From an optimization exercise on the open Yosys and OpenROAD flow, aimed at small area, a short achievable clock period and few clock cycles; shortcuts taken in it are not production practice. Function was checked by simulation only, so behaviour that the tests miss may differ from the original. Power figures rest on the tool's default switching activity, not on a simulated workload.

**flow/run.sh**
```bash
#!/bin/bash
# synth_recipe.tcl (not shown) runs the flow's synth.tcl, then flattens the netlist and writes it again
# the make line also repeats each setting of config.mk as NAME=value (left out here)
make -C /OpenROAD-flow-scripts/flow DESIGN_CONFIG=/design/flow/config.mk WORK_HOME=/design/flow/orfs CLKGATE_MAP_FILE= SYNTH_SCRIPT=/design/flow/synth_recipe.tcl finish
```
**flow/config.mk**
```make
export PLATFORM = sky130hd
export DESIGN_NAME = main
export DESIGN_NICKNAME = main
export VERILOG_FILES = /design/flow/design.v
export SDC_FILE = /design/flow/constraint.sdc
export NUM_CORES = 4
export LEC_CHECK = 0
export CAP_MARGIN = 20
export CORE_MARGIN = 2
export CORE_UTILIZATION = 25
export PLACE_DENSITY = 0.35
export SLEW_MARGIN = 20
```
**flow/constraint.sdc**
```tcl
create_clock -name core_clock -period 10.0 [get_ports {clk}]
set_input_delay 2.0000 -clock core_clock [delete_from_list [all_inputs] [get_ports {clk}]]
set_output_delay 2.0000 -clock core_clock [all_outputs]
set_load 0.01 [all_outputs]
```
**flow/design.v**
```verilog
`timescale 1ns / 1ps
module ALU(
    input  [63:0] A, B,
    input         sub,               
    input         sel_add, sel_and, sel_or, sel_xor, sel_sh,
    input         sh_left, sh_arith,
    output [63:0] result,
    output        eq, lt
);
    wire [63:0] bx  = sub ? ~B : B;
    wire [63:0] sum = A + bx + {63'd0, sub};
    assign eq = (A == B);
    assign lt = (A[63] ^ B[63]) ? A[63] : sum[63];
    wire [63:0] sin;
    wire [63:0] sout;
    genvar i;
    generate for (i = 0; i < 64; i = i + 1) begin : rev
        assign sin[i] = sh_left ? A[63-i] : A[i];
    end endgenerate
    wire        fill = sh_arith & A[63];
    wire [63:0] r = $signed({fill, sin}) >>> B[5:0];
    assign sout = r;
    wire [63:0] shres;
    generate for (i = 0; i < 64; i = i + 1) begin : rev2
        assign shres[i] = sh_left ? sout[63-i] : sout[i];
    end endgenerate
    assign result = ({64{sel_add}} & sum)
                  | ({64{sel_and}} & (A & B))
                  | ({64{sel_or}}  & (A | B))
                  | ({64{sel_xor}} & (A ^ B))
                  | ({64{sel_sh}}  & shres);
endmodule
`timescale 1ns / 1ps
module REG_FILE(input clk,input [4:0] RA1, RA2, WA,input [63:0] WD,input W_EN,output [63:0] RD1,RD2);
    reg [63:0] reg_array [31:1];
    assign RD1 = (RA1 == 5'b0) ? 64'b0 : reg_array[RA1];
    assign RD2 = (RA2 == 5'b0) ? 64'b0 : reg_array[RA2];
    always@(posedge clk) begin
        if(W_EN==1 && WA != 5'b0)
            reg_array[WA] <= WD;
    end
endmodule
`timescale 1ns / 1ps
module PC(
    input             clk, rst,
    input             redirect,         
    input      [63:0] redirect_pc,
    input             hold,             
    input             predict,          
    input      [63:0] predict_pc,
    output reg [63:0] pc
);
    always @(posedge clk) begin
        if (rst)
            pc <= 64'd0;
        else if (redirect)
            pc <= redirect_pc;
        else if (hold)
            pc <= pc;
        else if (predict)
            pc <= predict_pc;
        else
            pc <= pc + 64'd4;
    end
endmodule
`timescale 1ns / 1ps
module DECODER(
    input  [31:0] inst,
    output [63:0] imm,
    output        is_load, is_store, is_branch, is_jal, is_jalr,
    output        wen,                 
    output        use1, use2,          
    output        bsel,                
    output        sub,
    output        sel_add, sel_and, sel_or, sel_xor, sel_sh,
    output        sh_left, sh_arith,
    output        lw
);
    wire [6:0] op = inst[6:0];
    wire [2:0] f3 = inst[14:12];
    wire r_t  = (op == 7'b0110011);
    wire i_t  = (op == 7'b0010011);
    assign is_load   = (op == 7'b0000011);
    assign is_store  = (op == 7'b0100011);
    assign is_branch = (op == 7'b1100011);
    assign is_jalr   = (op == 7'b1100111);
    assign is_jal    = (op == 7'b1101111);
    wire [63:0] imm_i = {{52{inst[31]}}, inst[31:20]};
    wire [63:0] imm_s = {{52{inst[31]}}, inst[31:25], inst[11:7]};
    wire [63:0] imm_b = {{52{inst[31]}}, inst[7], inst[30:25], inst[11:8], 1'b0};
    wire [63:0] imm_j = {{44{inst[31]}}, inst[19:12], inst[20], inst[30:21], 1'b0};
    assign imm = is_store ? imm_s : is_branch ? imm_b : is_jal ? imm_j : imm_i;
    assign wen  = (r_t | i_t | is_load | is_jal | is_jalr) & (inst[11:7] != 5'd0);
    assign use1 = ~is_jal;
    assign use2 = r_t | is_store | is_branch;
    assign bsel = ~(r_t | is_branch);
    wire sh   = i_t & (f3 == 3'b001 || f3 == 3'b101);
    wire lxor = (r_t | i_t) & (f3 == 3'b100);
    wire land = r_t & (f3 == 3'b111);
    wire lor  = r_t & (f3 == 3'b110);
    assign sel_sh  = sh;
    assign sel_xor = lxor;
    assign sel_and = land;
    assign sel_or  = lor;
    assign sel_add = ~(sh | lxor | land | lor);
    assign sub      = is_branch | (r_t & (f3 == 3'b000) & (inst[31:25] == 7'b0100000));
    assign sh_left  = (f3 == 3'b001);
    assign sh_arith = (inst[31:26] == 6'b010000);
    assign lw       = (f3 == 3'b010);
endmodule
`timescale 1ns / 1ps
module main(
    input clk,
    input rst,
    output [63:0] imem_addr,
    input  [31:0] imem_rdata,
    output        dmem_we,
    output [63:0] dmem_addr,
    output [63:0] dmem_wdata,
    input  [63:0] dmem_rdata,
    output        wb_en,
    output [4:0]  wb_rd,
    output [63:0] wb_data
);
    reg        d_v;
    reg [31:0] d_ir;
    reg [63:0] d_pc;
    reg        e_v;
    reg [63:0] e_a, e_b, e_imm, e_pc;
    reg [4:0]  e_rs1, e_rs2, e_rd;
    reg        e_wen, e_load, e_store, e_branch, e_jal, e_jalr, e_pred;
    reg        e_bsel, e_sub, e_add, e_and, e_or, e_xor, e_sh, e_left, e_arith, e_lw;
    reg [2:0]  e_f3;
    reg        m_v;
    reg [63:0] m_res, m_sd;
    reg [4:0]  m_rd;
    reg        m_wen, m_load, m_store, m_lw;
    reg        w_v;
    reg [63:0] w_data;
    reg [4:0]  w_rd;
    reg        w_wen;
    wire [4:0]  d_rs1 = d_ir[19:15];
    wire [4:0]  d_rs2 = d_ir[24:20];
    wire [4:0]  d_rd  = d_ir[11:7];
    wire [63:0] d_imm;
    wire d_load, d_store, d_branch, d_jal, d_jalr, d_wen, d_use1, d_use2, d_bsel;
    wire d_sub, d_add, d_and, d_or, d_xor, d_sh, d_left, d_arith, d_lw;
    DECODER dec(.inst(d_ir), .imm(d_imm), .is_load(d_load), .is_store(d_store),
                .is_branch(d_branch), .is_jal(d_jal), .is_jalr(d_jalr), .wen(d_wen),
                .use1(d_use1), .use2(d_use2), .bsel(d_bsel), .sub(d_sub),
                .sel_add(d_add), .sel_and(d_and), .sel_or(d_or), .sel_xor(d_xor),
                .sel_sh(d_sh), .sh_left(d_left), .sh_arith(d_arith), .lw(d_lw));
    wire        wb_write = w_v & w_wen;
    wire [63:0] rf_a, rf_b;
    REG_FILE rf(.clk(clk), .RA1(d_rs1), .RA2(d_rs2), .WA(w_rd), .WD(w_data),
                .W_EN(wb_write), .RD1(rf_a), .RD2(rf_b));
    wire [63:0] d_a = (wb_write && w_rd == d_rs1) ? w_data : rf_a;
    wire [63:0] d_b = (wb_write && w_rd == d_rs2) ? w_data : rf_b;
    wire load_use = e_v & e_load & e_wen &
                    ((d_use1 && e_rd == d_rs1) || (d_use2 && e_rd == d_rs2));
    wire stall    = d_v & load_use;
    wire d_pred   = d_v & (d_jal | (d_branch & d_ir[31]));
    wire [63:0] d_target = d_pc + d_imm;
    wire fwd_m1 = m_v & m_wen & (m_rd == e_rs1);
    wire fwd_w1 = w_v & w_wen & (w_rd == e_rs1);
    wire fwd_m2 = m_v & m_wen & (m_rd == e_rs2);
    wire fwd_w2 = w_v & w_wen & (w_rd == e_rs2);
    wire [63:0] fa = fwd_m1 ? m_res : fwd_w1 ? w_data : e_a;
    wire [63:0] fb = fwd_m2 ? m_res : fwd_w2 ? w_data : e_b;
    wire [63:0] opb = e_bsel ? e_imm : fb;
    wire [63:0] alu_res;
    wire        eq, lt;
    ALU alu(.A(fa), .B(opb), .sub(e_sub), .sel_add(e_add), .sel_and(e_and),
            .sel_or(e_or), .sel_xor(e_xor), .sel_sh(e_sh), .sh_left(e_left),
            .sh_arith(e_arith), .result(alu_res), .eq(eq), .lt(lt));
    reg taken;
    always @(*) begin
        case (e_f3)
            3'b001:  taken = ~eq;
            3'b100:  taken = lt;
            3'b101:  taken = ~lt;
            default: taken = eq;
        endcase
    end
    wire        link = e_jal | e_jalr;
    wire [63:0] alt  = e_pc + ((e_branch & ~e_pred) ? e_imm : 64'd4);
    wire        mispredict = e_v & (e_jalr | (e_branch & (taken ^ e_pred)));
    wire [63:0] redirect_pc = e_jalr ? {alu_res[63:1], 1'b0} : alt;
    wire [63:0] pc;
    PC pcr(.clk(clk), .rst(rst), .redirect(mispredict), .redirect_pc(redirect_pc),
           .hold(stall), .predict(d_pred), .predict_pc(d_target), .pc(pc));
    assign imem_addr = pc;
    always @(posedge clk) begin
        if (rst | mispredict | (d_pred & ~stall))
            d_v <= 1'b0;
        else if (~stall)
            d_v <= 1'b1;
        if (~stall) begin
            d_ir <= imem_rdata;
            d_pc <= pc;
        end
    end
    always @(posedge clk) begin
        e_v <= ~rst & ~mispredict & ~stall & d_v;
        e_a <= d_a;       e_b <= d_b;      e_imm <= d_imm;  e_pc <= d_pc;
        e_rs1 <= d_rs1;   e_rs2 <= d_rs2;  e_rd <= d_rd;
        e_wen <= d_wen;   e_load <= d_load; e_store <= d_store;
        e_branch <= d_branch; e_jal <= d_jal; e_jalr <= d_jalr; e_pred <= d_pred;
        e_bsel <= d_bsel; e_sub <= d_sub;  e_add <= d_add;  e_and <= d_and;
        e_or <= d_or;     e_xor <= d_xor;  e_sh <= d_sh;    e_left <= d_left;
        e_arith <= d_arith; e_lw <= d_lw;  e_f3 <= d_ir[14:12];
    end
    always @(posedge clk) begin
        m_v     <= ~rst & e_v;
        m_res   <= link ? alt : alu_res;
        m_sd    <= fb;
        m_rd    <= e_rd;
        m_wen   <= e_wen;
        m_load  <= e_load;
        m_store <= e_store;
        m_lw    <= e_lw;
    end
    assign dmem_addr  = m_res;
    assign dmem_we    = m_v & m_store;
    assign dmem_wdata = m_sd;
    wire [31:0] word    = m_res[2] ? dmem_rdata[63:32] : dmem_rdata[31:0];
    wire [63:0] ld_data = m_lw ? {{32{word[31]}}, word} : dmem_rdata;
    always @(posedge clk) begin
        w_v    <= ~rst & m_v;
        w_data <= m_load ? ld_data : m_res;
        w_rd   <= m_rd;
        w_wen  <= m_wen;
    end
    assign wb_en   = wb_write;
    assign wb_rd   = w_rd;
    assign wb_data = w_data;
endmodule
```
==> reports/qor.csv <==
stage,metric,value,unit
run_status,status,finished clean,
route,Iteration-0 DRC Markers,12100,
sta,RSZ-0062 raised after global routing,false,
floorplanning,CORE AREA,548000,sq um
clocking,maximum clock path buffer count,4,
sta,Tmin final,8570,ps
worst_setup_path,Worst Path Arrival,9440,ps
placement,RePlAce Congestion,1.00,
route,Via density,5.48,
power,Leak,0.0547,uW
worst_setup_path,critical path capture point type,register,
grt,largest net degree at the start of global routing,105,
clocking,clk root buf,clkbuf_16,
sta,Max Clock Skew,80.4,ps
grt,vias in the first global route,98900,
floorplanning,Initial Utilization,25.1,%
grt,GRT overflow,0,
power,Pint,21800,uW
hold_path,Hold WC Path Type,reg -> reg,
sta,max-slew violations,0,
synthesis,Synth Net Count,10500,
synthesis,Synth Warn #,3,
sta,"Hold Violations, Final",0,
cells_and_area,layout cells sized above 1,21.6,%
clocking,TritonCTS Sinks,2613,
synthesis,Post-Syn Area,137000,sq um
synthesis,number of synthesized flops with an enable pin,2080,
clocking,"Clk Latency, worst-skew pair",970,ps
power,Logic pwr share,21.4,%
synthesis,"Seq/Total Area, Yosys",53.3,%
route,post-route ant nets,0,
route,Via Count,99200,
synthesis,Yosys cell types,102,
grt,initial antenna violation count,119,
synthesis,Synth Area per Inst,13.7,sq um
worst_setup_path,CP max FO,57,
synthesis,Synth Register Bits,2613,
sta,maximum clock frequency,117,MHz
grt,global-route wire length before repair,931000,microns
floorplanning,IO Pins,361,
route,drt wl/cell,39.0,microns
synthesis,async set-reset flop share out of synthesis,0,%
sta,Final setup viols,0,
floorplanning,Die H,745,microns
power,Switching Power,11200,uW
worst_setup_path,reg2reg start,w_rd[4]$_DFF_P_,
clocking,CTS Hold Buffers Added,0,
hold_path,Worst Hold Launch,e_lw$_DFF_P_,
route,drt drc,0,
worst_setup_path,CP startpoint,w_rd[4]$_DFF_P_,
floorplanning,die area,555000,sq um
sta,post-route clock period utilization,85.7,%
clocking,htree depth,5,
cells_and_area,"Area growth, synth to finish",18.1,%
placement,IO Port Bufs,360,
worst_setup_path,Setup CP Type,reg -> reg,
power,peak supply drop,0.127,mV
worst_setup_path,"Largest stage delay, worst path",710,ps
clocking,CTS Buf Count,330,
route,TritonRoute pass-1 iters,8,
power,power per cell area,203,nW/um^2
route,final wirelength,706000,microns
synthesis,"Primary FF master, synth",edfxtp_1,
sta,Slew @ Worst Pin,1310,ps
power,sw frac,33.8,%
worst_setup_path,Startpoint Class,register,
power,Clk pwr share,35.6,%
worst_setup_path,CP required,10870,ps
floorplanning,die width,745,microns
sta,TNS Setup,0,ps
clocking,"Clk pin slew, worst setup/hold paths",60,ps
cells_and_area,"most common cell after layout, fill and taps aside",edfxtp_1,
clocking,Resize count post-CTS,0,
floorplanning,row count,272,
job,max-cap viol count,0,
placement,Post-DP HPWL,484000,microns
synthesis,Post-Synthesis Cells,10000,
clocking,CTS tree,built,
grt,GRT Resource Usage Total,24.7,%
clocking,post-CTS setup buffers,0,
cells_and_area,final core occ,29.6,%
cells_and_area,"commonest non-fill, non-tap cells in the layout","edfxtp_1 (2,080), mux4_2 (1,164), a21oi_1 (648)",
cells_and_area,nets,10800,
power,Sequential Power Share,43.0,%
power,Tot Pwr,33000,uW
sta,relative slew slack,12.5,%
worst_setup_path,"slowest stage cell, crit path",o21ai_0,
synth_stat cells, types with 50 or more instances:
cell type,number,share of area [%]
nand4_1,64,0.29
nor3_1,243,0.89
o21ai_0,514,1.9
nor2_1,658,1.8
o31ai_1,61,0.33
xnor2_1,197,1.3
ha_1,317,2.9
inv_1,223,0.61
a21o_1,163,0.89
buf_1,179,0.49
and3_1,68,0.31
mux2i_1,393,2.9
nand3_1,158,0.58
xor2_1,74,0.47
a211oi_1,150,0.82
nand2_1,601,1.6
edfxtp_1,2080,46
mux4_2,1164,19
clkbuf_1,504,1.4
a31oi_1,95,0.43
dfxtp_1,533,7.8
a21oi_1,657,2.4
o211ai_1,50,0.27
layer usage:
metal	vias up	GRT usage, %	wire (microns)
met3	844	3.74	43700
met4	12	10.2	33500
met1	53300	33.7	306000
met5	-	0	79
met2	4121	39.3	323000
li1	40900	-	-
worst max-delay path: cells and delay by family (launching register included):
kind,cells,cell delay (ps)
mux,2,730
fa+ha+maj,1,420
buf+inv,3,700
flops,1,650
simple gates,6,1900
compound gates,11,3410
xor+xnor,2,320
power by group through the flow:
stage	Sequential (uW)	Clock [uW]	Combinational [uW]
after CTS	14100	12100	7000
after detailed placement	14400	0	6980
after global routing	14200	12400	7290
final	14200	11700	7050
after floorplan	14200	0	2290
after global placement	14400	0	6950
sequential cells by signal, indices dropped and copies added, names as in the netlist, 5 cells and up, named ones only:
name / count
m_sd: 64
e_imm: 21
w_data: 64
e_rs2: 5
e_rs1: 5
e_a: 64
d_pc: 64
e_b: 64
m_rd: 5
d_ir: 32
e_rd: 5
m_res: 64
rf.reg_array: 1984
e_pc: 64
pcr.pc: 64
w_rd: 5
per-stage QoR:
stage          hold slack [ps]  setup WS, ps  instances  instance area (sq um)
2_1_floorplan              310          2380      10000                 137000
3_3_place_gp               322          1460      17300                 151000
3_5_place_dp               326          1790      17300                 151000
4_1_cts                    345          1790      17900                 162000
5_1_grt                    348          1240      18100                 162000
6_report                   341          1430      18100                 162000
area by class of cell:
cell class / instances / area, sq um
timing repair buffer: 784 / 7270
tap: 7261 / 9080
inverter: 235 / 890
antenna: 172 / 430
sequential: 2613 / 73200
clock buffer: 428 / 8810
multi-input combinational: 6449 / 60900
fill: 54900 / 386000
clock inverter: 158 / 1480
worst paths after layout:
path                            depth (start not counted)                       to  slack [ps]
worst max-delay path                                   25  pcr.pc[19]$_SDFFE_PP0P_        1430
worst min-delay path                                    0             m_lw$_DFF_P_         340
worst max register to register                         25  pcr.pc[19]$_SDFFE_PP0P_        1430
worst min register to register                          0             m_lw$_DFF_P_         340
logic make-up after synthesis:
kind of cell    share of synthesized area, %
simple gates                            6.84
flops                                   53.3
fa+ha+maj                               2.93
xor+xnor                                1.75
buf+inv                                 2.74
compound gates                          10.0
mux                                     22.4
Testbench counts, summed over its fixed seeds: cycles 38,287.

==> re-timing with driven ports <==
The flow's constraints put no driver on any port. The routed layout listed below was extracted and timed again, unchanged, in two steps. Step 1 (the two cells are an assumption about what drives the block):
set clk [get_ports {clk}]
set_driving_cell -lib_cell sky130_fd_sc_hd__clkbuf_16 $clk
set_driving_cell -lib_cell sky130_fd_sc_hd__buf_2 [delete_from_list [all_inputs] $clk]
Step 2 also shifts input and output timing later by t, the mid clock arrival at the registers, as if the neighbouring blocks saw the same clock. Slacks: ideal / step 1 / step 2; pairs: ideal / step 1.
shift t [ns]: 1.061
setup slack, ns: 1.434 / 1.434 / 1.434
worst slew at a driven data input, ns: 0.07
After both steps this run still meets setup and hold. The setup slack of this run moves by 0.000 ns with the drivers and by 0.000 ns with both steps.
